Source: an optimization exercise on an open RTL-to-GDS flow (aim: small area, a short achievable clock period and few clock cycles). Production flows keep margins and buffers that such runs may drop.
The RTL was checked by simulation tests, not by an equivalence proof against the original design.

<file path="design.v">
module cmul (
	input             clk,
	input      [15:0] x,
	input      [5:0]  idx,
	output reg [15:0] rs,
	output reg [15:0] rc,
	output reg [15:0] is,
	output reg [15:0] ic
);
	reg  [7:0] xr, xi;
	reg  [3:0] wr_neg, wr_one, wr_two, wi_neg, wi_one, wi_two, wn_neg;
	reg  [3:0] wq_neg, wq_one, wq_two;
	wire [3:0] wn_one = wi_one;
	wire [3:0] wn_two = wi_two;
	wire [7:0] kr_k, ki_k;
	genvar gk;
	generate
		for (gk = 0; gk < 4; gk = gk + 1) begin : g_k
			assign kr_k[2*gk]   = wr_neg[gk] ^ wn_neg[gk];
			assign kr_k[2*gk+1] = wr_neg[gk] & wn_neg[gk];
			assign ki_k[2*gk]   = ~wq_neg[gk] ^ wi_neg[gk];
			assign ki_k[2*gk+1] = ~wq_neg[gk] & wi_neg[gk];
		end
	endgenerate
	reg  [27:0] rom;
	always @(*)
		case (idx)
			6'd0: rom = 28'b0001000110000000000000000000;    
			6'd1: rom = 28'b0001000110000011001000010000;    
			6'd2: rom = 28'b0001000010010100011000000010;    
			6'd3: rom = 28'b0001000010010110011100000001;    
			6'd4: rom = 28'b0010001110000101000101100010;    
			6'd5: rom = 28'b0011001110000100000101000001;    
			6'd6: rom = 28'b0011001010011011101101000100;    
			6'd7: rom = 28'b0010000010101000111100000111;    
			6'd8: rom = 28'b0100011110001001110100000100;    
			6'd9: rom = 28'b0101011110001011111000010100;    
			6'd10: rom = 28'b0100010010001000101000000010;    
			6'd11: rom = 28'b0110011110001001100100000000;    
			6'd12: rom = 28'b0111011010011010100100100001;    
			6'd13: rom = 28'b0101000011111100111000000010;    
			6'd14: rom = 28'b0101001011011101110100000000;    
			6'd15: rom = 28'b0001100001011111111100000000;    
			6'd16: rom = 28'b0011101001011101100001110010;    
			6'd17: rom = 28'b0000111100001101101001010010;    
			6'd18: rom = 28'b0000110100001001000011010100;    
			6'd19: rom = 28'b0010111000001011001011010100;    
			6'd20: rom = 28'b0001100100101001010010110110;    
			6'd21: rom = 28'b0000100100001001011110000110;    
			6'd22: rom = 28'b0010101000001000010010000100;    
			6'd23: rom = 28'b0101110000111010011110000101;    
			6'd24: rom = 28'b0100110100001011011110000100;    
			6'd25: rom = 28'b0111111100001010010010100100;    
			6'd26: rom = 28'b0100101101001001000010110010;    
			6'd27: rom = 28'b0001000101001000001110000011;    
			6'd28: rom = 28'b0010000101101001001110000010;    
			6'd29: rom = 28'b0001011100001001001010010010;    
			6'd30: rom = 28'b0010011000001001001010010010;    
			6'd31: rom = 28'b0001000000111000000110000001;    
			6'd32: rom = 28'b0000000000001000000110000001;    
			6'd33: rom = 28'b0011001000011000000110000001;    
			6'd34: rom = 28'b0100011000001001001010010010;    
			6'd35: rom = 28'b0110011100001001001010010010;    
			6'd36: rom = 28'b0101000101101001001110000010;    
			6'd37: rom = 28'b0100000101001000001110000011;    
			6'd38: rom = 28'b1011101101001001000010110010;    
			6'd39: rom = 28'b1000111100001010010010100100;    
			6'd40: rom = 28'b1001110100001011011110000100;    
			6'd41: rom = 28'b1011111000011010011110000101;    
			6'd42: rom = 28'b1000101000001000010010000100;    
			6'd43: rom = 28'b1001100100001001011110000110;    
			6'd44: rom = 28'b1010100100101001010010110110;    
			6'd45: rom = 28'b1100111000001011001011010100;    
			6'd46: rom = 28'b1101110100001001000011010100;    
			6'd47: rom = 28'b1111111100001101101001010010;    
			6'd48: rom = 28'b1101100001111101100001110010;    
			6'd49: rom = 28'b1101101001011111111100000000;    
			6'd50: rom = 28'b1001000011011101110100000000;    
			6'd51: rom = 28'b1011001011011100111000000010;    
			6'd52: rom = 28'b1001010010111010100100100001;    
			6'd53: rom = 28'b1001011110001001100100000000;    
			6'd54: rom = 28'b1000010010001000101000000010;    
			6'd55: rom = 28'b1010011110001011111000010100;    
			6'd56: rom = 28'b1011011110001001110100000100;    
			6'd57: rom = 28'b1010010010101000111100000111;    
			6'd58: rom = 28'b1001000010111011101101000100;    
			6'd59: rom = 28'b1000001110000100000101000001;    
			6'd60: rom = 28'b1001001110000101000101100010;    
			6'd61: rom = 28'b1001001010010110011100000001;    
			6'd62: rom = 28'b1001001010010100011000000010;    
			6'd63: rom = 28'b1000000110000011001000010000;    
			default: rom = 28'd0;
		endcase
	always @(posedge clk) begin
		xr <= x[15:8];
		xi <= x[7:0];
		{wr_neg, wr_one, wr_two, wi_neg, wi_one, wi_two, wn_neg} <= rom;
		{wq_neg, wq_one, wq_two} <= ~rom[27:16];
	end
	wire t1 = ((wr_one[0] & xr[0]) ^ wr_neg[0]);
	wire t2 = (((wr_one[0] & xr[1]) | (wr_two[0] & xr[0])) ^ wr_neg[0]);
	wire t3 = (((wr_one[0] & xr[2]) | (wr_two[0] & xr[1])) ^ wr_neg[0]);
	wire t4 = (((wr_one[0] & xr[3]) | (wr_two[0] & xr[2])) ^ wr_neg[0]);
	wire t5 = (((wr_one[0] & xr[4]) | (wr_two[0] & xr[3])) ^ wr_neg[0]);
	wire t6 = (((wr_one[0] & xr[5]) | (wr_two[0] & xr[4])) ^ wr_neg[0]);
	wire t7 = (((wr_one[0] & xr[6]) | (wr_two[0] & xr[5])) ^ wr_neg[0]);
	wire t8 = (((wr_one[0] & xr[7]) | (wr_two[0] & xr[6])) ^ wr_neg[0]);
	wire t9 = ~(((wr_one[0] & xr[7]) | (wr_two[0] & xr[7])) ^ wr_neg[0]);
	wire t10 = ((wr_one[1] & xr[0]) ^ wr_neg[1]);
	wire t11 = (((wr_one[1] & xr[1]) | (wr_two[1] & xr[0])) ^ wr_neg[1]);
	wire t12 = (((wr_one[1] & xr[2]) | (wr_two[1] & xr[1])) ^ wr_neg[1]);
	wire t13 = (((wr_one[1] & xr[3]) | (wr_two[1] & xr[2])) ^ wr_neg[1]);
	wire t14 = (((wr_one[1] & xr[4]) | (wr_two[1] & xr[3])) ^ wr_neg[1]);
	wire t15 = (((wr_one[1] & xr[5]) | (wr_two[1] & xr[4])) ^ wr_neg[1]);
	wire t16 = (((wr_one[1] & xr[6]) | (wr_two[1] & xr[5])) ^ wr_neg[1]);
	wire t17 = (((wr_one[1] & xr[7]) | (wr_two[1] & xr[6])) ^ wr_neg[1]);
	wire t18 = ~(((wr_one[1] & xr[7]) | (wr_two[1] & xr[7])) ^ wr_neg[1]);
	wire t19 = ((wr_one[2] & xr[0]) ^ wr_neg[2]);
	wire t20 = (((wr_one[2] & xr[1]) | (wr_two[2] & xr[0])) ^ wr_neg[2]);
	wire t21 = (((wr_one[2] & xr[2]) | (wr_two[2] & xr[1])) ^ wr_neg[2]);
	wire t22 = (((wr_one[2] & xr[3]) | (wr_two[2] & xr[2])) ^ wr_neg[2]);
	wire t23 = (((wr_one[2] & xr[4]) | (wr_two[2] & xr[3])) ^ wr_neg[2]);
	wire t24 = (((wr_one[2] & xr[5]) | (wr_two[2] & xr[4])) ^ wr_neg[2]);
	wire t25 = (((wr_one[2] & xr[6]) | (wr_two[2] & xr[5])) ^ wr_neg[2]);
	wire t26 = (((wr_one[2] & xr[7]) | (wr_two[2] & xr[6])) ^ wr_neg[2]);
	wire t27 = ~(((wr_one[2] & xr[7]) | (wr_two[2] & xr[7])) ^ wr_neg[2]);
	wire t28 = ((wr_one[3] & xr[0]) ^ wr_neg[3]);
	wire t29 = (((wr_one[3] & xr[1]) | (wr_two[3] & xr[0])) ^ wr_neg[3]);
	wire t30 = (((wr_one[3] & xr[2]) | (wr_two[3] & xr[1])) ^ wr_neg[3]);
	wire t31 = (((wr_one[3] & xr[3]) | (wr_two[3] & xr[2])) ^ wr_neg[3]);
	wire t32 = (((wr_one[3] & xr[4]) | (wr_two[3] & xr[3])) ^ wr_neg[3]);
	wire t33 = (((wr_one[3] & xr[5]) | (wr_two[3] & xr[4])) ^ wr_neg[3]);
	wire t34 = (((wr_one[3] & xr[6]) | (wr_two[3] & xr[5])) ^ wr_neg[3]);
	wire t35 = (((wr_one[3] & xr[7]) | (wr_two[3] & xr[6])) ^ wr_neg[3]);
	wire t36 = ~(((wr_one[3] & xr[7]) | (wr_two[3] & xr[7])) ^ wr_neg[3]);
	wire t37 = ((wn_one[0] & xi[0]) ^ wn_neg[0]);
	wire t38 = (((wn_one[0] & xi[1]) | (wn_two[0] & xi[0])) ^ wn_neg[0]);
	wire t39 = (((wn_one[0] & xi[2]) | (wn_two[0] & xi[1])) ^ wn_neg[0]);
	wire t40 = (((wn_one[0] & xi[3]) | (wn_two[0] & xi[2])) ^ wn_neg[0]);
	wire t41 = (((wn_one[0] & xi[4]) | (wn_two[0] & xi[3])) ^ wn_neg[0]);
	wire t42 = (((wn_one[0] & xi[5]) | (wn_two[0] & xi[4])) ^ wn_neg[0]);
	wire t43 = (((wn_one[0] & xi[6]) | (wn_two[0] & xi[5])) ^ wn_neg[0]);
	wire t44 = (((wn_one[0] & xi[7]) | (wn_two[0] & xi[6])) ^ wn_neg[0]);
	wire t45 = ~(((wn_one[0] & xi[7]) | (wn_two[0] & xi[7])) ^ wn_neg[0]);
	wire t46 = ((wn_one[1] & xi[0]) ^ wn_neg[1]);
	wire t47 = (((wn_one[1] & xi[1]) | (wn_two[1] & xi[0])) ^ wn_neg[1]);
	wire t48 = (((wn_one[1] & xi[2]) | (wn_two[1] & xi[1])) ^ wn_neg[1]);
	wire t49 = (((wn_one[1] & xi[3]) | (wn_two[1] & xi[2])) ^ wn_neg[1]);
	wire t50 = (((wn_one[1] & xi[4]) | (wn_two[1] & xi[3])) ^ wn_neg[1]);
	wire t51 = (((wn_one[1] & xi[5]) | (wn_two[1] & xi[4])) ^ wn_neg[1]);
	wire t52 = (((wn_one[1] & xi[6]) | (wn_two[1] & xi[5])) ^ wn_neg[1]);
	wire t53 = (((wn_one[1] & xi[7]) | (wn_two[1] & xi[6])) ^ wn_neg[1]);
	wire t54 = ~(((wn_one[1] & xi[7]) | (wn_two[1] & xi[7])) ^ wn_neg[1]);
	wire t55 = ((wn_one[2] & xi[0]) ^ wn_neg[2]);
	wire t56 = (((wn_one[2] & xi[1]) | (wn_two[2] & xi[0])) ^ wn_neg[2]);
	wire t57 = (((wn_one[2] & xi[2]) | (wn_two[2] & xi[1])) ^ wn_neg[2]);
	wire t58 = (((wn_one[2] & xi[3]) | (wn_two[2] & xi[2])) ^ wn_neg[2]);
	wire t59 = (((wn_one[2] & xi[4]) | (wn_two[2] & xi[3])) ^ wn_neg[2]);
	wire t60 = (((wn_one[2] & xi[5]) | (wn_two[2] & xi[4])) ^ wn_neg[2]);
	wire t61 = (((wn_one[2] & xi[6]) | (wn_two[2] & xi[5])) ^ wn_neg[2]);
	wire t62 = (((wn_one[2] & xi[7]) | (wn_two[2] & xi[6])) ^ wn_neg[2]);
	wire t63 = ~(((wn_one[2] & xi[7]) | (wn_two[2] & xi[7])) ^ wn_neg[2]);
	wire t64 = ((wn_one[3] & xi[0]) ^ wn_neg[3]);
	wire t65 = (((wn_one[3] & xi[1]) | (wn_two[3] & xi[0])) ^ wn_neg[3]);
	wire t66 = (((wn_one[3] & xi[2]) | (wn_two[3] & xi[1])) ^ wn_neg[3]);
	wire t67 = (((wn_one[3] & xi[3]) | (wn_two[3] & xi[2])) ^ wn_neg[3]);
	wire t68 = (((wn_one[3] & xi[4]) | (wn_two[3] & xi[3])) ^ wn_neg[3]);
	wire t69 = (((wn_one[3] & xi[5]) | (wn_two[3] & xi[4])) ^ wn_neg[3]);
	wire t70 = (((wn_one[3] & xi[6]) | (wn_two[3] & xi[5])) ^ wn_neg[3]);
	wire t71 = (((wn_one[3] & xi[7]) | (wn_two[3] & xi[6])) ^ wn_neg[3]);
	wire t72 = ~(((wn_one[3] & xi[7]) | (wn_two[3] & xi[7])) ^ wn_neg[3]);
	wire t73 = t5 ^ t12;
	wire t74 = t5 & t12;
	wire t75 = t6 ^ t13 ^ t20;
	wire t76 = (t6 & t13) | (t6 & t20) | (t13 & t20);
	wire t77 = t7 ^ t14 ^ t21;
	wire t78 = (t7 & t14) | (t7 & t21) | (t14 & t21);
	wire t79 = t28 ^ t43 ^ t50;
	wire t80 = (t28 & t43) | (t28 & t50) | (t43 & t50);
	wire t81 = t8 ^ t15 ^ t22;
	wire t82 = (t8 & t15) | (t8 & t22) | (t15 & t22);
	wire t83 = t29 ^ t44 ^ t51;
	wire t84 = (t29 & t44) | (t29 & t51) | (t44 & t51);
	wire t85 = t58 ^ t65;
	wire t86 = t58 & t65;
	wire t87 = t9 ^ t16 ^ t23;
	wire t88 = (t9 & t16) | (t9 & t23) | (t16 & t23);
	wire t89 = t30 ^ t45 ^ t52;
	wire t90 = (t30 & t45) | (t30 & t52) | (t45 & t52);
	wire t91 = t59 ^ t66;
	wire t92 = t59 & t66;
	wire t93 = t17 ^ t24 ^ t31;
	wire t94 = (t17 & t24) | (t17 & t31) | (t24 & t31);
	wire t95 = t53 ^ t60 ^ t67;
	wire t96 = (t53 & t60) | (t53 & t67) | (t60 & t67);
	wire t97 = t18 ^ t25 ^ t32;
	wire t98 = (t18 & t25) | (t18 & t32) | (t25 & t32);
	wire t99 = t54 ^ t61;
	wire t100 = t54 & t61;
	wire t101 = t3 ^ t10;
	wire t102 = t3 & t10;
	wire t103 = t4 ^ t11 ^ t40;
	wire t104 = (t4 & t11) | (t4 & t40) | (t11 & t40);
	wire t105 = t73 ^ t19 ^ t41;
	wire t106 = (t73 & t19) | (t73 & t41) | (t19 & t41);
	wire t107 = t48 ^ t55;
	wire t108 = t48 & t55;
	wire t109 = t75 ^ t42 ^ t49;
	wire t110 = (t75 & t42) | (t75 & t49) | (t42 & t49);
	wire t111 = t56 ^ kr_k[5] ^ t74;
	wire t112 = (t56 & kr_k[5]) | (t56 & t74) | (kr_k[5] & t74);
	wire t113 = t77 ^ t79 ^ t57;
	wire t114 = (t77 & t79) | (t77 & t57) | (t79 & t57);
	wire t115 = t64 ^ kr_k[6] ^ t76;
	wire t116 = (t64 & kr_k[6]) | (t64 & t76) | (kr_k[6] & t76);
	wire t117 = t81 ^ t83 ^ t85;
	wire t118 = (t81 & t83) | (t81 & t85) | (t83 & t85);
	wire t119 = kr_k[7] ^ t78 ^ t80;
	wire t120 = (kr_k[7] & t78) | (kr_k[7] & t80) | (t78 & t80);
	wire t121 = t87 ^ t89 ^ t91;
	wire t122 = (t87 & t89) | (t87 & t91) | (t89 & t91);
	wire t123 = t82 ^ t84 ^ t86;
	wire t124 = (t82 & t84) | (t82 & t86) | (t84 & t86);
	wire t125 = t93 ^ t95 ^ 1'b1;
	wire t126 = (t93 & t95) | (t93 & 1'b1) | (t95 & 1'b1);
	wire t127 = t88 ^ t90 ^ t92;
	wire t128 = (t88 & t90) | (t88 & t92) | (t90 & t92);
	wire t129 = t97 ^ t99 ^ t68;
	wire t130 = (t97 & t99) | (t97 & t68) | (t99 & t68);
	wire t131 = 1'b1 ^ t94 ^ t96;
	wire t132 = (1'b1 & t94) | (1'b1 & t96) | (t94 & t96);
	wire t133 = t26 ^ t33 ^ t62;
	wire t134 = (t26 & t33) | (t26 & t62) | (t33 & t62);
	wire t135 = t69 ^ t98 ^ t100;
	wire t136 = (t69 & t98) | (t69 & t100) | (t98 & t100);
	wire t137 = t27 ^ t34 ^ t63;
	wire t138 = (t27 & t34) | (t27 & t63) | (t34 & t63);
	wire t139 = t70 ^ 1'b1;
	wire t140 = t70 & 1'b1;
	wire t141 = t101 ^ t39;
	wire t142 = t101 & t39;
	wire t143 = t103 ^ t47 ^ kr_k[3];
	wire t144 = (t103 & t47) | (t103 & kr_k[3]) | (t47 & kr_k[3]);
	wire t145 = t105 ^ t107 ^ kr_k[4];
	wire t146 = (t105 & t107) | (t105 & kr_k[4]) | (t107 & kr_k[4]);
	wire t147 = t109 ^ t111 ^ t106;
	wire t148 = (t109 & t111) | (t109 & t106) | (t111 & t106);
	wire t149 = t113 ^ t115 ^ t110;
	wire t150 = (t113 & t115) | (t113 & t110) | (t115 & t110);
	wire t151 = t117 ^ t119 ^ t114;
	wire t152 = (t117 & t119) | (t117 & t114) | (t119 & t114);
	wire t153 = t121 ^ t123 ^ t118;
	wire t154 = (t121 & t123) | (t121 & t118) | (t123 & t118);
	wire t155 = t125 ^ t127 ^ t122;
	wire t156 = (t125 & t127) | (t125 & t122) | (t127 & t122);
	wire t157 = t129 ^ t131 ^ t126;
	wire t158 = (t129 & t131) | (t129 & t126) | (t131 & t126);
	wire t159 = t133 ^ t135 ^ t130;
	wire t160 = (t133 & t135) | (t133 & t130) | (t135 & t130);
	wire t161 = t137 ^ t139 ^ t134;
	wire t162 = (t137 & t139) | (t137 & t134) | (t139 & t134);
	wire t163 = t35 ^ t71 ^ t138;
	wire t164 = (t35 & t71) | (t35 & t138) | (t71 & t138);
	wire t165 = t36 ^ t72;
	wire t166 = t36 & t72;
	wire t167 = t1 ^ t37;
	wire t168 = t1 & t37;
	wire t169 = t2 ^ t38 ^ kr_k[1];
	wire t170 = (t2 & t38) | (t2 & kr_k[1]) | (t38 & kr_k[1]);
	wire t171 = t141 ^ t46 ^ kr_k[2];
	wire t172 = (t141 & t46) | (t141 & kr_k[2]) | (t46 & kr_k[2]);
	wire t173 = t143 ^ t102 ^ t142;
	wire t174 = (t143 & t102) | (t143 & t142) | (t102 & t142);
	wire t175 = t145 ^ t104 ^ t144;
	wire t176 = (t145 & t104) | (t145 & t144) | (t104 & t144);
	wire t177 = t147 ^ t108 ^ t146;
	wire t178 = (t147 & t108) | (t147 & t146) | (t108 & t146);
	wire t179 = t149 ^ t112 ^ t148;
	wire t180 = (t149 & t112) | (t149 & t148) | (t112 & t148);
	wire t181 = t151 ^ t116 ^ t150;
	wire t182 = (t151 & t116) | (t151 & t150) | (t116 & t150);
	wire t183 = t153 ^ t120 ^ t152;
	wire t184 = (t153 & t120) | (t153 & t152) | (t120 & t152);
	wire t185 = t155 ^ t124 ^ t154;
	wire t186 = (t155 & t124) | (t155 & t154) | (t124 & t154);
	wire t187 = t157 ^ t128 ^ t156;
	wire t188 = (t157 & t128) | (t157 & t156) | (t128 & t156);
	wire t189 = t159 ^ t132 ^ t158;
	wire t190 = (t159 & t132) | (t159 & t158) | (t132 & t158);
	wire t191 = t161 ^ t136 ^ t160;
	wire t192 = (t161 & t136) | (t161 & t160) | (t136 & t160);
	wire t193 = t163 ^ t140 ^ t162;
	wire t194 = (t163 & t140) | (t163 & t162) | (t140 & t162);
	wire t195 = t165 ^ 1'b1 ^ t164;
	wire t196 = (t165 & 1'b1) | (t165 & t164) | (1'b1 & t164);
	wire t197 = ((~wq_one[0] & xi[0]) ^ ~wq_neg[0]);
	wire t198 = (((~wq_one[0] & xi[1]) | (~wq_two[0] & xi[0])) ^ ~wq_neg[0]);
	wire t199 = (((~wq_one[0] & xi[2]) | (~wq_two[0] & xi[1])) ^ ~wq_neg[0]);
	wire t200 = (((~wq_one[0] & xi[3]) | (~wq_two[0] & xi[2])) ^ ~wq_neg[0]);
	wire t201 = (((~wq_one[0] & xi[4]) | (~wq_two[0] & xi[3])) ^ ~wq_neg[0]);
	wire t202 = (((~wq_one[0] & xi[5]) | (~wq_two[0] & xi[4])) ^ ~wq_neg[0]);
	wire t203 = (((~wq_one[0] & xi[6]) | (~wq_two[0] & xi[5])) ^ ~wq_neg[0]);
	wire t204 = (((~wq_one[0] & xi[7]) | (~wq_two[0] & xi[6])) ^ ~wq_neg[0]);
	wire t205 = ~(((~wq_one[0] & xi[7]) | (~wq_two[0] & xi[7])) ^ ~wq_neg[0]);
	wire t206 = ((~wq_one[1] & xi[0]) ^ ~wq_neg[1]);
	wire t207 = (((~wq_one[1] & xi[1]) | (~wq_two[1] & xi[0])) ^ ~wq_neg[1]);
	wire t208 = (((~wq_one[1] & xi[2]) | (~wq_two[1] & xi[1])) ^ ~wq_neg[1]);
	wire t209 = (((~wq_one[1] & xi[3]) | (~wq_two[1] & xi[2])) ^ ~wq_neg[1]);
	wire t210 = (((~wq_one[1] & xi[4]) | (~wq_two[1] & xi[3])) ^ ~wq_neg[1]);
	wire t211 = (((~wq_one[1] & xi[5]) | (~wq_two[1] & xi[4])) ^ ~wq_neg[1]);
	wire t212 = (((~wq_one[1] & xi[6]) | (~wq_two[1] & xi[5])) ^ ~wq_neg[1]);
	wire t213 = (((~wq_one[1] & xi[7]) | (~wq_two[1] & xi[6])) ^ ~wq_neg[1]);
	wire t214 = ~(((~wq_one[1] & xi[7]) | (~wq_two[1] & xi[7])) ^ ~wq_neg[1]);
	wire t215 = ((~wq_one[2] & xi[0]) ^ ~wq_neg[2]);
	wire t216 = (((~wq_one[2] & xi[1]) | (~wq_two[2] & xi[0])) ^ ~wq_neg[2]);
	wire t217 = (((~wq_one[2] & xi[2]) | (~wq_two[2] & xi[1])) ^ ~wq_neg[2]);
	wire t218 = (((~wq_one[2] & xi[3]) | (~wq_two[2] & xi[2])) ^ ~wq_neg[2]);
	wire t219 = (((~wq_one[2] & xi[4]) | (~wq_two[2] & xi[3])) ^ ~wq_neg[2]);
	wire t220 = (((~wq_one[2] & xi[5]) | (~wq_two[2] & xi[4])) ^ ~wq_neg[2]);
	wire t221 = (((~wq_one[2] & xi[6]) | (~wq_two[2] & xi[5])) ^ ~wq_neg[2]);
	wire t222 = (((~wq_one[2] & xi[7]) | (~wq_two[2] & xi[6])) ^ ~wq_neg[2]);
	wire t223 = ~(((~wq_one[2] & xi[7]) | (~wq_two[2] & xi[7])) ^ ~wq_neg[2]);
	wire t224 = ((~wq_one[3] & xi[0]) ^ ~wq_neg[3]);
	wire t225 = (((~wq_one[3] & xi[1]) | (~wq_two[3] & xi[0])) ^ ~wq_neg[3]);
	wire t226 = (((~wq_one[3] & xi[2]) | (~wq_two[3] & xi[1])) ^ ~wq_neg[3]);
	wire t227 = (((~wq_one[3] & xi[3]) | (~wq_two[3] & xi[2])) ^ ~wq_neg[3]);
	wire t228 = (((~wq_one[3] & xi[4]) | (~wq_two[3] & xi[3])) ^ ~wq_neg[3]);
	wire t229 = (((~wq_one[3] & xi[5]) | (~wq_two[3] & xi[4])) ^ ~wq_neg[3]);
	wire t230 = (((~wq_one[3] & xi[6]) | (~wq_two[3] & xi[5])) ^ ~wq_neg[3]);
	wire t231 = (((~wq_one[3] & xi[7]) | (~wq_two[3] & xi[6])) ^ ~wq_neg[3]);
	wire t232 = ~(((~wq_one[3] & xi[7]) | (~wq_two[3] & xi[7])) ^ ~wq_neg[3]);
	wire t233 = ((wi_one[0] & xr[0]) ^ wi_neg[0]);
	wire t234 = (((wi_one[0] & xr[1]) | (wi_two[0] & xr[0])) ^ wi_neg[0]);
	wire t235 = (((wi_one[0] & xr[2]) | (wi_two[0] & xr[1])) ^ wi_neg[0]);
	wire t236 = (((wi_one[0] & xr[3]) | (wi_two[0] & xr[2])) ^ wi_neg[0]);
	wire t237 = (((wi_one[0] & xr[4]) | (wi_two[0] & xr[3])) ^ wi_neg[0]);
	wire t238 = (((wi_one[0] & xr[5]) | (wi_two[0] & xr[4])) ^ wi_neg[0]);
	wire t239 = (((wi_one[0] & xr[6]) | (wi_two[0] & xr[5])) ^ wi_neg[0]);
	wire t240 = (((wi_one[0] & xr[7]) | (wi_two[0] & xr[6])) ^ wi_neg[0]);
	wire t241 = ~(((wi_one[0] & xr[7]) | (wi_two[0] & xr[7])) ^ wi_neg[0]);
	wire t242 = ((wi_one[1] & xr[0]) ^ wi_neg[1]);
	wire t243 = (((wi_one[1] & xr[1]) | (wi_two[1] & xr[0])) ^ wi_neg[1]);
	wire t244 = (((wi_one[1] & xr[2]) | (wi_two[1] & xr[1])) ^ wi_neg[1]);
	wire t245 = (((wi_one[1] & xr[3]) | (wi_two[1] & xr[2])) ^ wi_neg[1]);
	wire t246 = (((wi_one[1] & xr[4]) | (wi_two[1] & xr[3])) ^ wi_neg[1]);
	wire t247 = (((wi_one[1] & xr[5]) | (wi_two[1] & xr[4])) ^ wi_neg[1]);
	wire t248 = (((wi_one[1] & xr[6]) | (wi_two[1] & xr[5])) ^ wi_neg[1]);
	wire t249 = (((wi_one[1] & xr[7]) | (wi_two[1] & xr[6])) ^ wi_neg[1]);
	wire t250 = ~(((wi_one[1] & xr[7]) | (wi_two[1] & xr[7])) ^ wi_neg[1]);
	wire t251 = ((wi_one[2] & xr[0]) ^ wi_neg[2]);
	wire t252 = (((wi_one[2] & xr[1]) | (wi_two[2] & xr[0])) ^ wi_neg[2]);
	wire t253 = (((wi_one[2] & xr[2]) | (wi_two[2] & xr[1])) ^ wi_neg[2]);
	wire t254 = (((wi_one[2] & xr[3]) | (wi_two[2] & xr[2])) ^ wi_neg[2]);
	wire t255 = (((wi_one[2] & xr[4]) | (wi_two[2] & xr[3])) ^ wi_neg[2]);
	wire t256 = (((wi_one[2] & xr[5]) | (wi_two[2] & xr[4])) ^ wi_neg[2]);
	wire t257 = (((wi_one[2] & xr[6]) | (wi_two[2] & xr[5])) ^ wi_neg[2]);
	wire t258 = (((wi_one[2] & xr[7]) | (wi_two[2] & xr[6])) ^ wi_neg[2]);
	wire t259 = ~(((wi_one[2] & xr[7]) | (wi_two[2] & xr[7])) ^ wi_neg[2]);
	wire t260 = ((wi_one[3] & xr[0]) ^ wi_neg[3]);
	wire t261 = (((wi_one[3] & xr[1]) | (wi_two[3] & xr[0])) ^ wi_neg[3]);
	wire t262 = (((wi_one[3] & xr[2]) | (wi_two[3] & xr[1])) ^ wi_neg[3]);
	wire t263 = (((wi_one[3] & xr[3]) | (wi_two[3] & xr[2])) ^ wi_neg[3]);
	wire t264 = (((wi_one[3] & xr[4]) | (wi_two[3] & xr[3])) ^ wi_neg[3]);
	wire t265 = (((wi_one[3] & xr[5]) | (wi_two[3] & xr[4])) ^ wi_neg[3]);
	wire t266 = (((wi_one[3] & xr[6]) | (wi_two[3] & xr[5])) ^ wi_neg[3]);
	wire t267 = (((wi_one[3] & xr[7]) | (wi_two[3] & xr[6])) ^ wi_neg[3]);
	wire t268 = ~(((wi_one[3] & xr[7]) | (wi_two[3] & xr[7])) ^ wi_neg[3]);
	wire t269 = t201 ^ t208;
	wire t270 = t201 & t208;
	wire t271 = t202 ^ t209 ^ t216;
	wire t272 = (t202 & t209) | (t202 & t216) | (t209 & t216);
	wire t273 = t203 ^ t210 ^ t217;
	wire t274 = (t203 & t210) | (t203 & t217) | (t210 & t217);
	wire t275 = t224 ^ t239 ^ t246;
	wire t276 = (t224 & t239) | (t224 & t246) | (t239 & t246);
	wire t277 = t204 ^ t211 ^ t218;
	wire t278 = (t204 & t211) | (t204 & t218) | (t211 & t218);
	wire t279 = t225 ^ t240 ^ t247;
	wire t280 = (t225 & t240) | (t225 & t247) | (t240 & t247);
	wire t281 = t254 ^ t261;
	wire t282 = t254 & t261;
	wire t283 = t205 ^ t212 ^ t219;
	wire t284 = (t205 & t212) | (t205 & t219) | (t212 & t219);
	wire t285 = t226 ^ t241 ^ t248;
	wire t286 = (t226 & t241) | (t226 & t248) | (t241 & t248);
	wire t287 = t255 ^ t262;
	wire t288 = t255 & t262;
	wire t289 = t213 ^ t220 ^ t227;
	wire t290 = (t213 & t220) | (t213 & t227) | (t220 & t227);
	wire t291 = t249 ^ t256 ^ t263;
	wire t292 = (t249 & t256) | (t249 & t263) | (t256 & t263);
	wire t293 = t214 ^ t221 ^ t228;
	wire t294 = (t214 & t221) | (t214 & t228) | (t221 & t228);
	wire t295 = t250 ^ t257;
	wire t296 = t250 & t257;
	wire t297 = t199 ^ t206;
	wire t298 = t199 & t206;
	wire t299 = t200 ^ t207 ^ t236;
	wire t300 = (t200 & t207) | (t200 & t236) | (t207 & t236);
	wire t301 = t269 ^ t215 ^ t237;
	wire t302 = (t269 & t215) | (t269 & t237) | (t215 & t237);
	wire t303 = t244 ^ t251;
	wire t304 = t244 & t251;
	wire t305 = t271 ^ t238 ^ t245;
	wire t306 = (t271 & t238) | (t271 & t245) | (t238 & t245);
	wire t307 = t252 ^ ki_k[5] ^ t270;
	wire t308 = (t252 & ki_k[5]) | (t252 & t270) | (ki_k[5] & t270);
	wire t309 = t273 ^ t275 ^ t253;
	wire t310 = (t273 & t275) | (t273 & t253) | (t275 & t253);
	wire t311 = t260 ^ ki_k[6] ^ t272;
	wire t312 = (t260 & ki_k[6]) | (t260 & t272) | (ki_k[6] & t272);
	wire t313 = t277 ^ t279 ^ t281;
	wire t314 = (t277 & t279) | (t277 & t281) | (t279 & t281);
	wire t315 = ki_k[7] ^ t274 ^ t276;
	wire t316 = (ki_k[7] & t274) | (ki_k[7] & t276) | (t274 & t276);
	wire t317 = t283 ^ t285 ^ t287;
	wire t318 = (t283 & t285) | (t283 & t287) | (t285 & t287);
	wire t319 = t278 ^ t280 ^ t282;
	wire t320 = (t278 & t280) | (t278 & t282) | (t280 & t282);
	wire t321 = t289 ^ t291 ^ 1'b1;
	wire t322 = (t289 & t291) | (t289 & 1'b1) | (t291 & 1'b1);
	wire t323 = t284 ^ t286 ^ t288;
	wire t324 = (t284 & t286) | (t284 & t288) | (t286 & t288);
	wire t325 = t293 ^ t295 ^ t264;
	wire t326 = (t293 & t295) | (t293 & t264) | (t295 & t264);
	wire t327 = 1'b1 ^ t290 ^ t292;
	wire t328 = (1'b1 & t290) | (1'b1 & t292) | (t290 & t292);
	wire t329 = t222 ^ t229 ^ t258;
	wire t330 = (t222 & t229) | (t222 & t258) | (t229 & t258);
	wire t331 = t265 ^ t294 ^ t296;
	wire t332 = (t265 & t294) | (t265 & t296) | (t294 & t296);
	wire t333 = t223 ^ t230 ^ t259;
	wire t334 = (t223 & t230) | (t223 & t259) | (t230 & t259);
	wire t335 = t266 ^ 1'b1;
	wire t336 = t266 & 1'b1;
	wire t337 = t297 ^ t235;
	wire t338 = t297 & t235;
	wire t339 = t299 ^ t243 ^ ki_k[3];
	wire t340 = (t299 & t243) | (t299 & ki_k[3]) | (t243 & ki_k[3]);
	wire t341 = t301 ^ t303 ^ ki_k[4];
	wire t342 = (t301 & t303) | (t301 & ki_k[4]) | (t303 & ki_k[4]);
	wire t343 = t305 ^ t307 ^ t302;
	wire t344 = (t305 & t307) | (t305 & t302) | (t307 & t302);
	wire t345 = t309 ^ t311 ^ t306;
	wire t346 = (t309 & t311) | (t309 & t306) | (t311 & t306);
	wire t347 = t313 ^ t315 ^ t310;
	wire t348 = (t313 & t315) | (t313 & t310) | (t315 & t310);
	wire t349 = t317 ^ t319 ^ t314;
	wire t350 = (t317 & t319) | (t317 & t314) | (t319 & t314);
	wire t351 = t321 ^ t323 ^ t318;
	wire t352 = (t321 & t323) | (t321 & t318) | (t323 & t318);
	wire t353 = t325 ^ t327 ^ t322;
	wire t354 = (t325 & t327) | (t325 & t322) | (t327 & t322);
	wire t355 = t329 ^ t331 ^ t326;
	wire t356 = (t329 & t331) | (t329 & t326) | (t331 & t326);
	wire t357 = t333 ^ t335 ^ t330;
	wire t358 = (t333 & t335) | (t333 & t330) | (t335 & t330);
	wire t359 = t231 ^ t267 ^ t334;
	wire t360 = (t231 & t267) | (t231 & t334) | (t267 & t334);
	wire t361 = t232 ^ t268;
	wire t362 = t232 & t268;
	wire t363 = t197 ^ t233;
	wire t364 = t197 & t233;
	wire t365 = t198 ^ t234 ^ ki_k[1];
	wire t366 = (t198 & t234) | (t198 & ki_k[1]) | (t234 & ki_k[1]);
	wire t367 = t337 ^ t242 ^ ki_k[2];
	wire t368 = (t337 & t242) | (t337 & ki_k[2]) | (t242 & ki_k[2]);
	wire t369 = t339 ^ t298 ^ t338;
	wire t370 = (t339 & t298) | (t339 & t338) | (t298 & t338);
	wire t371 = t341 ^ t300 ^ t340;
	wire t372 = (t341 & t300) | (t341 & t340) | (t300 & t340);
	wire t373 = t343 ^ t304 ^ t342;
	wire t374 = (t343 & t304) | (t343 & t342) | (t304 & t342);
	wire t375 = t345 ^ t308 ^ t344;
	wire t376 = (t345 & t308) | (t345 & t344) | (t308 & t344);
	wire t377 = t347 ^ t312 ^ t346;
	wire t378 = (t347 & t312) | (t347 & t346) | (t312 & t346);
	wire t379 = t349 ^ t316 ^ t348;
	wire t380 = (t349 & t316) | (t349 & t348) | (t316 & t348);
	wire t381 = t351 ^ t320 ^ t350;
	wire t382 = (t351 & t320) | (t351 & t350) | (t320 & t350);
	wire t383 = t353 ^ t324 ^ t352;
	wire t384 = (t353 & t324) | (t353 & t352) | (t324 & t352);
	wire t385 = t355 ^ t328 ^ t354;
	wire t386 = (t355 & t328) | (t355 & t354) | (t328 & t354);
	wire t387 = t357 ^ t332 ^ t356;
	wire t388 = (t357 & t332) | (t357 & t356) | (t332 & t356);
	wire t389 = t359 ^ t336 ^ t358;
	wire t390 = (t359 & t336) | (t359 & t358) | (t336 & t358);
	wire t391 = t361 ^ 1'b1 ^ t360;
	wire t392 = (t361 & 1'b1) | (t361 & t360) | (1'b1 & t360);
	always @(posedge clk) begin
		rs <= {t166, t195, t193, t191, t189, t187, t185, t183, t181, t179, t177, t175, t173, t171, t169, t167};
		rc <= {t196, t194, t192, t190, t188, t186, t184, t182, t180, t178, t176, t174, t172, t170, t168, kr_k[0]};
		is <= {t362, t391, t389, t387, t385, t383, t381, t379, t377, t375, t373, t371, t369, t367, t365, t363};
		ic <= {t392, t390, t388, t386, t384, t382, t380, t378, t376, t374, t372, t370, t368, t366, t364, ki_k[0]};
	end
endmodule
module butterfly_ra2 #(parameter S = 3) (
	input             clk,
	input             inj,
	input             osel,
	input      [15:0] rs,
	input      [15:0] rc,
	input      [15:0] is,
	input      [15:0] ic,
	input      [15:0] xin,
	output     [15:0] xout
);
	localparam D = 1 << S;
	localparam L = D + 3;
	reg  [16*L-1:0] sr;                  
	reg  [8:0]      r9, i9;
	wire [15:0] rel = rs + rc;
	wire [15:0] img = is + ic;
	wire [15:0] x1 = sr[16*L-1 -: 16];
	wire [8:0]  p = {x1[15], x1[15:8]} + r9;
	wire [8:0]  u = {x1[15], x1[15:8]} - r9;
	wire [8:0]  q = {x1[7], x1[7:0]} + i9;
	wire [8:0]  v = {x1[7], x1[7:0]} - i9;
	integer k;
	always @(posedge clk) begin
		r9 <= rel[15:7];
		i9 <= img[15:7];
		sr[15:0] <= xin;
		for (k = 1; k < L; k = k + 1)
			sr[16*k +: 16] <= (k == 3 && inj) ? {u[8:1], v[8:1]} : sr[16*(k-1) +: 16];
	end
	assign xout = osel ? x1 : {p[8:1], q[8:1]};
endmodule
module bf_s0 (
	input             clk,
	input             inj,
	input             osel,
	input      [7:0]  xin,
	input      [8:0]  r9,
	output     [7:0]  xout
);
	reg  [7:0] r0, r1;           
	reg  [7:0] ar, br;           
	wire [8:0] p = {r0[7], r0} + r9;
	wire [8:0] u = {r0[7], r0} - r9;
	always @(posedge clk) begin
		r0 <= xin;
		r1 <= inj ? br : r0;
		ar <= p[8:1];
		br <= u[8:1];
	end
	assign xout = osel ? r1 : ar;
endmodule
module bf_s1 (
	input             clk,
	input             lo,
	input             inj,
	input             osel,
	input      [7:0]  xin,
	output     [15:0] xout
);
	function automatic [8:0] mul127(input [7:0] x);
		begin
			if (x == 8'h80)
				mul127 = 9'h181;                     
			else if (!x[7] && x != 8'd0)
				mul127 = {1'b0, x} - 9'd1;           
			else
				mul127 = {x[7], x};                  
		end
	endfunction
	function automatic [8:0] mul127n(input [7:0] x);
		begin
			if (x[7])
				mul127n = 9'd0 - {x[7], x} - 9'd1;   
			else
				mul127n = 9'd0 - {1'b0, x};          
		end
	endfunction
	reg  [7:0]  r0;
	reg  [15:0] r1, r2;
	reg  [15:0] ar, br;
	wire [7:0] x1 = r1[15:8];    
	wire [8:0] r9 = lo ? 9'd0 : mul127(xin);
	wire [8:0] i9 = lo ? mul127n(xin) : 9'd0;
	wire [8:0] p = {x1[7], x1} + r9;
	wire [8:0] u = {x1[7], x1} - r9;
	wire [8:0] v = 9'd0 - i9;
	always @(posedge clk) begin
		r0 <= xin;
		r1 <= inj ? br : {r0, 8'd0};
		r2 <= r1;
		ar <= {p[8:1], i9[8:1]};
		br <= {u[8:1], v[8:1]};
	end
	assign xout = osel ? r2 : ar;
endmodule
module cmul2 (
	input             clk,
	input      [15:0] x,
	input      [1:0]  lo,
	output reg [15:0] rs,
	output reg [15:0] rc,
	output reg [15:0] is,
	output reg [15:0] ic
);
	reg  [9:0] ra, ib;           
	reg        k90, ineg;        
	wire [9:0] xr10 = {{2{x[15]}}, x[15:8]};
	wire [9:0] xi10 = {{2{x[7]}}, x[7:0]};
	wire [9:0] s = xr10 + xi10;
	wire [9:0] d = xi10 - xr10;
	reg  [9:0] ra_n, ib_n;
	always @(*)
		case (lo)
			2'd0: begin ra_n = xr10; ib_n = xi10; end
			2'd1: begin ra_n = s;    ib_n = d;    end
			2'd2: begin ra_n = xi10; ib_n = xr10; end
			default: begin ra_n = d; ib_n = s;    end
		endcase
	wire [9:0]  ia = (ib ^ {10{ineg}}) + {9'd0, ineg};
	wire [15:0] ar = {{6{ra[9]}}, ra};
	wire [15:0] ai = {{6{ia[9]}}, ia};
	wire [15:0] r1 = k90 ? ar << 6 : ar << 7;
	wire [15:0] r2 = k90 ? ar << 4 : ~ar;
	wire [15:0] r3 = k90 ? ar << 3 : 16'd0;
	wire [15:0] r4 = k90 ? ar << 1 : 16'd0;
	wire [15:0] i1 = k90 ? ai << 6 : ai << 7;
	wire [15:0] i2 = k90 ? ai << 4 : ~ai;
	wire [15:0] i3 = k90 ? ai << 3 : 16'd0;
	wire [15:0] i4 = k90 ? ai << 1 : 16'd0;
	wire [15:0] rs1 = r1 ^ r2 ^ r3;
	wire [15:0] rc1 = {((r1 & r2) | (r1 & r3) | (r2 & r3)), ~k90};
	wire [15:0] is1 = i1 ^ i2 ^ i3;
	wire [15:0] ic1 = {((i1 & i2) | (i1 & i3) | (i2 & i3)), ~k90};
	always @(posedge clk) begin
		ra <= ra_n;
		ib <= ib_n;
		k90 <= lo[0];
		ineg <= lo[1];
		rs <= rs1 ^ rc1 ^ r4;
		rc <= {((rs1 & rc1) | (rs1 & r4) | (rc1 & r4)), 1'b0};
		is <= is1 ^ ic1 ^ i4;
		ic <= {((is1 & ic1) | (is1 & i4) | (ic1 & i4)), 1'b0};
	end
endmodule
module ram128 (
	input             clk,
	input             modeA,
	input             modeB,
	input             modeC,
	input             bypA,
	input             bypB,
	input             bypC,
	input      [7:0]  din,           
	output     [7:0]  dout,          
	input             inj,
	input             osel,
	input      [15:0] rs,            
	input      [15:0] rc,
	input      [15:0] is,
	input      [15:0] ic,
	input      [15:0] xin,
	output     [15:0] xout
);
	localparam D = 64;
	localparam L = D + 3;
	reg  [8*L-1:0] re;               
	reg  [8*L-1:0] im;
	wire [7:0] a_last = re[8*62 +: 8];
	wire [7:0] b_last = im[8*39 +: 8];
	wire [7:0] c_last = im[8*51 +: 8];
	wire [7:0] s_a = bypA ? din : a_last;
	wire [7:0] s_b = bypB ? s_a : b_last;
	assign dout = bypC ? s_b : c_last;
	reg  [8:0]  r9, i9;
	wire [15:0] rel = rs + rc;
	wire [15:0] img = is + ic;
	wire [7:0] x1r = re[8*L-1 -: 8];
	wire [7:0] x1i = im[8*L-1 -: 8];
	wire [8:0] p = {x1r[7], x1r} + r9;
	wire [8:0] u = {x1r[7], x1r} - r9;
	wire [8:0] q = {x1i[7], x1i} + i9;
	wire [8:0] v = {x1i[7], x1i} - i9;
	integer k;
	always @(posedge clk) begin
		re[7:0] <= modeA ? (bypA ? a_last : din) : xin[15:8];
		im[7:0] <= xin[7:0];
		for (k = 1; k < L; k = k + 1) begin
			if (k == 3 && inj) begin
				re[8*k +: 8] <= u[8:1];
				im[8*k +: 8] <= v[8:1];
			end else begin
				re[8*k +: 8] <= re[8*(k-1) +: 8];
				if (k == 10 && modeB)
					im[8*k +: 8] <= bypB ? b_last : s_a;
				else if (k == 40 && modeC)
					im[8*k +: 8] <= bypC ? c_last : s_b;
				else
					im[8*k +: 8] <= im[8*(k-1) +: 8];
			end
		end
	end
	always @(posedge clk) begin
		r9 <= rel[15:7];
		i9 <= img[15:7];
	end
	assign xout = osel ? {x1r, x1i} : {p[8:1], q[8:1]};
endmodule
module wnp (
	input      [5:0]  address,
	output reg [15:0] q
);
	always @(*)
		case (address)
      6'd0: q = 16'h7f00;
      6'd1: q = 16'h7ffa;
      6'd2: q = 16'h7ef4;
      6'd3: q = 16'h7eed;
      6'd4: q = 16'h7de7;
      6'd5: q = 16'h7be1;
      6'd6: q = 16'h7adb;
      6'd7: q = 16'h78d5;
      6'd8: q = 16'h75cf;
      6'd9: q = 16'h73ca;
      6'd10: q = 16'h70c4;
      6'd11: q = 16'h6dbf;
      6'd12: q = 16'h6ab9;
      6'd13: q = 16'h66b4;
      6'd14: q = 16'h62af;
      6'd15: q = 16'h5eab;
      6'd16: q = 16'h5aa6;
      6'd17: q = 16'h55a2;
      6'd18: q = 16'h519e;
      6'd19: q = 16'h4c9a;
      6'd20: q = 16'h4796;
      6'd21: q = 16'h4193;
      6'd22: q = 16'h3c90;
      6'd23: q = 16'h368d;
      6'd24: q = 16'h318b;
      6'd25: q = 16'h2b88;
      6'd26: q = 16'h2586;
      6'd27: q = 16'h1f85;
      6'd28: q = 16'h1983;
      6'd29: q = 16'h1382;
      6'd30: q = 16'h0c82;
      6'd31: q = 16'h0681;
      6'd32: q = 16'h0081;
      6'd33: q = 16'hfa81;
      6'd34: q = 16'hf482;
      6'd35: q = 16'hed82;
      6'd36: q = 16'he783;
      6'd37: q = 16'he185;
      6'd38: q = 16'hdb86;
      6'd39: q = 16'hd588;
      6'd40: q = 16'hcf8b;
      6'd41: q = 16'hca8d;
      6'd42: q = 16'hc490;
      6'd43: q = 16'hbf93;
      6'd44: q = 16'hb996;
      6'd45: q = 16'hb49a;
      6'd46: q = 16'haf9e;
      6'd47: q = 16'haba2;
      6'd48: q = 16'ha6a6;
      6'd49: q = 16'ha2ab;
      6'd50: q = 16'h9eaf;
      6'd51: q = 16'h9ab4;
      6'd52: q = 16'h96b9;
      6'd53: q = 16'h93bf;
      6'd54: q = 16'h90c4;
      6'd55: q = 16'h8dca;
      6'd56: q = 16'h8bcf;
      6'd57: q = 16'h88d5;
      6'd58: q = 16'h86db;
      6'd59: q = 16'h85e1;
      6'd60: q = 16'h83e7;
      6'd61: q = 16'h82ed;
      6'd62: q = 16'h82f4;
      6'd63: q = 16'h81fa;
			default: q = 16'h0000;
		endcase
endmodule
module fft(
	rst_n,
	clk,
	data1,
	fft_go,
	fft_done,
	fft_res
);
	input rst_n;
	input clk;
	input signed [7:0] data1;
	input fft_go;
	output reg fft_done;
	output reg [15:0] fft_res;
	localparam [8:0] OUT0 = 9'd254;              
	localparam [8:0] LAST = OUT0 + 9'd127;       
	reg        run;
	reg  [8:0] cnt;
	always @(posedge clk or negedge rst_n)
		if (!rst_n) begin
			run <= 1'b0;
			cnt <= 9'd0;
		end else if (fft_go) begin
			run <= 1'b1;
			cnt <= 9'd1;
		end else if (run) begin
			cnt <= cnt + 9'd1;
			if (cnt == LAST)
				run <= 1'b0;
		end
	always @(posedge clk or negedge rst_n)
		if (!rst_n)
			fft_done <= 1'b0;
		else
			fft_done <= run & ~fft_go & (cnt >= OUT0 - 9'd1) & (cnt <= LAST - 9'd1);
	reg  bypA, bypB, bypC, modeA, modeB, modeC;
	reg  inj0, osel0, lo1, inj1, osel1, inj2, osel2;
	reg  [1:0] lo2;
	reg  inj3, osel3, inj4, osel4, inj5, osel5, inj6, osel6, sel6;
	reg  [5:0] tw3, tw4, tw5, tw6;
	wire [6:0] c7 = cnt[6:0];
	wire [6:0] pA = c7 - 7'd2;       
	wire [6:0] pB = c7 - 7'd65;
	wire [6:0] pC = c7 - 7'd95;
	wire [6:0] j0 = c7 - 7'd109, q0 = c7 - 7'd110;      
	wire [6:0] p1 = c7 - 7'd110, j1 = c7 - 7'd111, q1 = c7 - 7'd113;
	wire [6:0] p2 = c7 - 7'd113, j2 = c7 - 7'd116, q2 = c7 - 7'd120;
	wire [6:0] p3 = c7 - 7'd120, j3 = c7 - 7'd123, q3 = c7 - 7'd131;
	wire [6:0] p4 = c7 - 7'd131, j4 = c7 - 7'd134, q4 = c7 - 7'd150;
	wire [6:0] p5 = c7 - 7'd150, j5 = c7 - 7'd153, q5 = c7 - 7'd185;
	wire [6:0] p6 = c7 - 7'd185, j6 = c7 - 7'd188, q6 = c7 - 7'd252;
	always @(posedge clk) begin
		bypA <= pA[6] & ~pA[0];
		bypB <= pB[5] & ~pB[1];
		bypC <= pC[4] & ~pC[2];
		modeA <= cnt <= 9'd129;
		modeB <= cnt <= 9'd192;
		modeC <= cnt <= 9'd222;
		inj0 <= j0[0];  osel0 <= q0[0];
		lo1 <= p1[0];   inj1 <= j1[1];  osel1 <= q1[1];
		lo2 <= p2[1:0]; inj2 <= j2[2];  osel2 <= q2[2];
		tw3 <= {p3[2:0], 3'd0}; inj3 <= j3[3]; osel3 <= q3[3];
		tw4 <= {p4[3:0], 2'd0}; inj4 <= j4[4]; osel4 <= q4[4];
		tw5 <= {p5[4:0], 1'd0}; inj5 <= j5[5]; osel5 <= q5[5];
		tw6 <= p6[5:0];
		inj6 <= j6[6] & (cnt >= 9'd249);
		osel6 <= q6[6];
		sel6 <= cnt >= 9'd248;
	end
	function automatic [8:0] mul127(input [7:0] x);
		begin
			if (x == 8'h80)
				mul127 = 9'h181;                     
			else if (!x[7] && x != 8'd0)
				mul127 = {1'b0, x} - 9'd1;           
			else
				mul127 = {x[7], x};                  
		end
	endfunction
	reg  [7:0] sc;
	reg  [8:0] sc9;                  
	wire [7:0] sc_n;
	always @(posedge clk) begin
		sc <= sc_n;
		sc9 <= mul127(sc_n);
	end
	wire [7:0]  s_0;
	wire [15:0] s_1, s_2, s_3, s_4, s_5, s_6;
	wire [15:0] rsa, rca, isa, ica, rsb, rcb, isb, icb, rsc, rcc, isc, icc;
	wire [15:0] rs2, rc2, is2, ic2;
	bf_s0 st0(.clk(clk), .inj(inj0), .osel(osel0), .xin(sc), .r9(sc9), .xout(s_0));
	bf_s1 st1(.clk(clk), .lo(lo1), .inj(inj1), .osel(osel1), .xin(s_0), .xout(s_1));
	cmul2 mul2(.clk(clk), .x(s_1), .lo(lo2), .rs(rs2), .rc(rc2), .is(is2), .ic(ic2));
	butterfly_ra2 #(.S(2)) st2(.clk(clk), .inj(inj2), .osel(osel2), .rs(rs2), .rc(rc2), .is(is2), .ic(ic2), .xin(s_1), .xout(s_2));
	cmul mula(.clk(clk), .x(sel6 ? s_5 : s_2), .idx(sel6 ? tw6 : tw3), .rs(rsa), .rc(rca), .is(isa), .ic(ica));
	cmul mulb(.clk(clk), .x(s_3), .idx(tw4), .rs(rsb), .rc(rcb), .is(isb), .ic(icb));
	cmul mulc(.clk(clk), .x(s_4), .idx(tw5), .rs(rsc), .rc(rcc), .is(isc), .ic(icc));
	butterfly_ra2 #(.S(3)) st3(.clk(clk), .inj(inj3), .osel(osel3), .rs(rsa), .rc(rca), .is(isa), .ic(ica), .xin(s_2), .xout(s_3));
	butterfly_ra2 #(.S(4)) st4(.clk(clk), .inj(inj4), .osel(osel4), .rs(rsb), .rc(rcb), .is(isb), .ic(icb), .xin(s_3), .xout(s_4));
	butterfly_ra2 #(.S(5)) st5(.clk(clk), .inj(inj5), .osel(osel5), .rs(rsc), .rc(rcc), .is(isc), .ic(icc), .xin(s_4), .xout(s_5));
	ram128 st6(.clk(clk), .modeA(modeA), .modeB(modeB), .modeC(modeC),
		.bypA(bypA), .bypB(bypB), .bypC(bypC), .din(data1), .dout(sc_n),
		.inj(inj6), .osel(osel6), .rs(rsa), .rc(rca), .is(isa), .ic(ica), .xin(s_5), .xout(s_6));
	always @(posedge clk)
		fft_res <= s_6;
endmodule
</file>
<file path="run.sh">
#!/bin/bash
# synth_recipe.tcl (not shown) runs the flow's synth.tcl, then flattens the netlist and writes it again
# the make line also repeats each setting of config.mk as NAME=value (left out here)
make -C /OpenROAD-flow-scripts/flow DESIGN_CONFIG=/design/flow/config.mk WORK_HOME=/design/flow/orfs CLKGATE_MAP_FILE= SYNTH_SCRIPT=/design/flow/synth_recipe.tcl finish
</file>
<file path="config.mk">
export PLATFORM = sky130hd
export DESIGN_NAME = fft
export DESIGN_NICKNAME = fft
export VERILOG_FILES = /design/flow/design.v
export SDC_FILE = /design/flow/constraint.sdc
export NUM_CORES = 4
export LEC_CHECK = 0
export CAP_MARGIN = 20
export CORE_MARGIN = 2
export CORE_UTILIZATION = 40
export CTS_CLUSTER_DIAMETER = 60
export CTS_CLUSTER_SIZE = 30
export SETUP_SLACK_MARGIN = 5.0
export SLEW_MARGIN = 20
</file>
<file path="constraint.sdc">
create_clock -name core_clock -period 8.0 [get_ports {clk}]
set_input_delay 1.6000 -clock core_clock [delete_from_list [all_inputs] [get_ports {clk}]]
set_output_delay 1.6000 -clock core_clock [all_outputs]
set_load 0.01 [all_outputs]
</file>
==> notes.md <==
-- registers in the layout (all words and copies together) (netlist names), 25 cells and up --
name      count
st5.sr      560
st2.sr      112
mulb.rom     25
st4.sr      304
st3.sr      176
st6.im      536
mulc.rom     27
st6.re      536
-- cells by family (layout without fill, tap and decap cells) --
family,count (synthesis),in the layout,synth area share
AO/OA/AOI/OAI,1365,1365,0.0922
adder cells (fa/ha/maj),789,789,0.129
XOR/XNOR,640,640,0.0578
flip-flops,2924,2924,0.605
AND/OR/NAND/NOR,1069,1069,0.0507
multiplexers,176,176,0.0206
other,2,9,0.0000775
buffers and inverters,1165,1403,0.0455
-- worst max path at each step --
stage,start,endpoint,slack (ns),cells after the start
final,st4.sr[5]$_DFF_P_,mulb.is[10]$_DFF_P_,4.86,11
after global routing,st4.sr[5]$_DFF_P_,mulb.is[10]$_DFF_P_,4.80,11
after CTS,st4.sr[8]$_DFF_P_,mulb.rs[7]$_DFF_P_,4.89,11
after detailed placement,data1[1],sc9[1]$_SDFF_PN0_,4.19,9
after global placement,data1[1],sc9[1]$_SDFF_PN0_,4.25,9
after floorplan,tw3[3]$_DFF_P_,st1.ar[15]$_DFF_P_,4.76,19
-- cells in the mapped netlist, types with 99 or more instances --
cell type / count
o21ai_0: 293
inv_1: 781
xor2_1: 158
fa_1: 345
ha_1: 441
dfxtp_1: 2913
a21oi_1: 287
nor2_1: 312
nand2_1: 376
a22oi_1: 231
clkbuf_1: 325
o22ai_1: 99
xnor2_1: 482
-- through the flow --
step / cells / instance area, um2
final: 11600 / 111000
after global routing: 11600 / 111000
after CTS: 11500 / 110000
after floorplan: 8133 / 98800
after global placement: 11000 / 101000
after detailed placement: 11000 / 101000
-- layer usage --
metal  vias up  share of wire
met5         -       0.000062
met4         2          0.038
met3       357          0.040
met2      1117           0.45
met1     26700           0.47
li1      26700              -
-- cells in the final DEF, fill, tap and decap left out, drive strengths merged, types with 158 or more instances in the layout --
master | synthesis | layout
nor2 | 312 | 312
inv | 795 | 838
xnor2 | 482 | 482
a21oi | 288 | 288
a22oi | 231 | 231
o21ai | 293 | 293
fa | 345 | 345
buf | 38 | 309
clkbuf | 325 | 168
nand2 | 376 | 376
dfxtp | 2913 | 2913
ha | 441 | 441
xor2 | 158 | 158
-- worst reg2reg max path, delay by kind of cell, from the launching register on --
kind / cells / cell delay (ns)
xor+xnor: 1 / 0.10
fa+ha+maj: 4 / 2.09
buf+inv: 5 / 0.35
flops: 1 / 0.46
compound gates: 1 / 0.11
-- layout make-up --
| type | instances | share of cell area |
|---|---|---|
| clock buffers | 167 | 0.0368 |
| repair buffers | 322 | 0.0258 |
| flip-flops and latches | 2924 | 0.531 |
| inverters | 802 | 0.0289 |
| diodes | 4 | 0.0000898 |
| multi-input cells | 4044 | 0.325 |
| well taps | 3185 | 0.0357 |
| repair inverters | 1 | 0.000101 |
| clock inverters | 111 | 0.0174 |
-- timing repair --
| item | 4_1_cts | 5_1_grt |
|---|---|---|
| cloned | 3 | 1 |
| pin swaps | 136 | 166 |
| setup endpoints to repair | 251 | 142 |
| setup buffers | 196 | 67 |
| gates resized for setup | 550 | 253 |
==> flow_metrics.tcl <==
set metrics [dict create \
    top_usage_layer "met2" \
    postCtsHoldBufs 0 \
    regToRegEndpoint "mulb.is[10]$_DFF_P_" \
    drc 0 \
    rows 180 \
    coreArea_um2 241000 \
    synth_area_um2 96900 \
    setup_slack_ns 4.86 \
    numClockSinks 2924 \
    die_w_um 496 \
    start_kind "flip-flop" \
    fin_setup_tns_ns 0 \
    hold_depth 0 \
    crit_path_cell_trace "inv_8 > buf_12 > o22ai_4 > xnor2_2 > fa_2 > inv_2 > fa_2 > inv_1 > fa_2 > inv_1 > fa_2" \
    io_pins 28 \
    crit_fanout 6 \
    min_period_over_period 0.392 \
    drt_wl_total_um 209000 \
    status "finished clean" \
    nets 9054 \
    max_freq_mhz 319 \
    netlist.area_leader.share 0.602 \
    rr_startpoint "st4.sr[5]$_DFF_P_" \
    hp-class "reg2reg" \
    synthCells 8130 \
    synth_area_leaders "dfxtp_1, fa_1, ha_1" \
    finClkSkew_ns 0.0782 \
    ys_seq_area_frac 0.605 \
    synth_seq_cells 2924 \
    fp.dieH_um 496 \
    slowest_delay_ns 0.55 \
    n_fill_cell 21400 \
    period_needed_ns 3.14 \
    grt_util_met3 0.0236 \
    grt_usage 0.168 \
    finalHoldViolCount 0 \
    synth_top_flop_cell "dfxtp_1" \
    cp_num_buf_inv 5 \
    yosysUniqueCellTypes 90 \
    initial_core_util 0.402 \
    drt_first_pass_iters 5 \
    worst_slew_pin_slew_ns 1.18 \
    via_per_inst 4.75 \
    wl_per_cell_um 18.1 \
    grt_max_degree 51 \
    yosysTopAreaCell "dfxtp_1" \
    cpMostUsedCell "fa_2" \
    area_growth_pct 15.1 \
    grt_overflow 0 \
    hpwlAfterDp_um 147000 \
    slew_headroom 0.217 \
    drive_gt1_frac 0.162 \
    final_util 0.463 \
    required_ns 8.78 \
    yosysWarnings 20 \
    grt_pass1_vias 54700 \
    avgSynthCellArea_um2 11.9 \
    vias 54900 \
    htreeDepth 4 \
    reg2reg_slack_ns 4.86 \
    end_kind "flip-flop" \
    met2_usage 0.268 \
    cp_top_family "adder cells" \
    cpMaxStageDelayCell "fa_2" \
    regArea_um2 59200 \
    grt_pass1_wl_um 321000 \
    met1_usage 0.231 \
    clk_pin_slew_ns 0.10 \
    crit_type "reg2reg" \
    maxSlewViolCount 0 \
    tritoncts "built" \
    die_area_um2 246000 \
    drt_iter0_markers 3332 \
    drtAntennaViolNets 0 \
    whs_ns 0.266 \
    multi_input_area_um2 36200 \
    io_buffers 27 \
    cts_buffers 162 \
    cts_root_buf "clkbuf_16" \
    hold_end "st2.sr[99]$_DFF_P_" \
    post-place-ws_ns 4.19 \
    insertion_delay_ns 0.87 \
    rsz0062_at_grt "yes" \
    setup_viol 0 \
    synth_edf_count 0 \
    min_from "st2.sr[83]$_DFF_P_" \
    synthArstFlopShare 0.00376 \
    cp_data_arrival_time_ns 3.92 \
    gp_congestion 0.880 \
    antenna_found_initial 9 \
    clockBufferDepth 3 \
    r2r_cells 11 \
    maxCapViolations 0 \
]
Testbench counts, summed over its fixed seeds: cycles 18,336.

==> afterwards: timing with drivers on the ports <==
The flow's constraints put no driver on any port. The routed layout listed below was extracted and timed again, unchanged, in two steps. Step 1: set_driving_cell puts a clkbuf_16 on clk and a buf_2 on each other input, an assumption about the parent block. Step 2 moves the port delays by t, midway between the first and last clock arrival at a register: inputs arrive t later, outputs are due t later. That takes back most of the time a late clock gives input paths. a / b / c = ideal / step 1 / step 2; a / b = the first two.
shift t [ns]: 0.921
slack for setup (ns): 4.860 / 4.860 / 4.227
hold slack, ns: 0.266 / 0.266 / 0.266
After both steps this run still meets setup and hold. For this run, drivers alone change the setup slack by 0.000 ns; drivers and shift together by -0.633 ns.
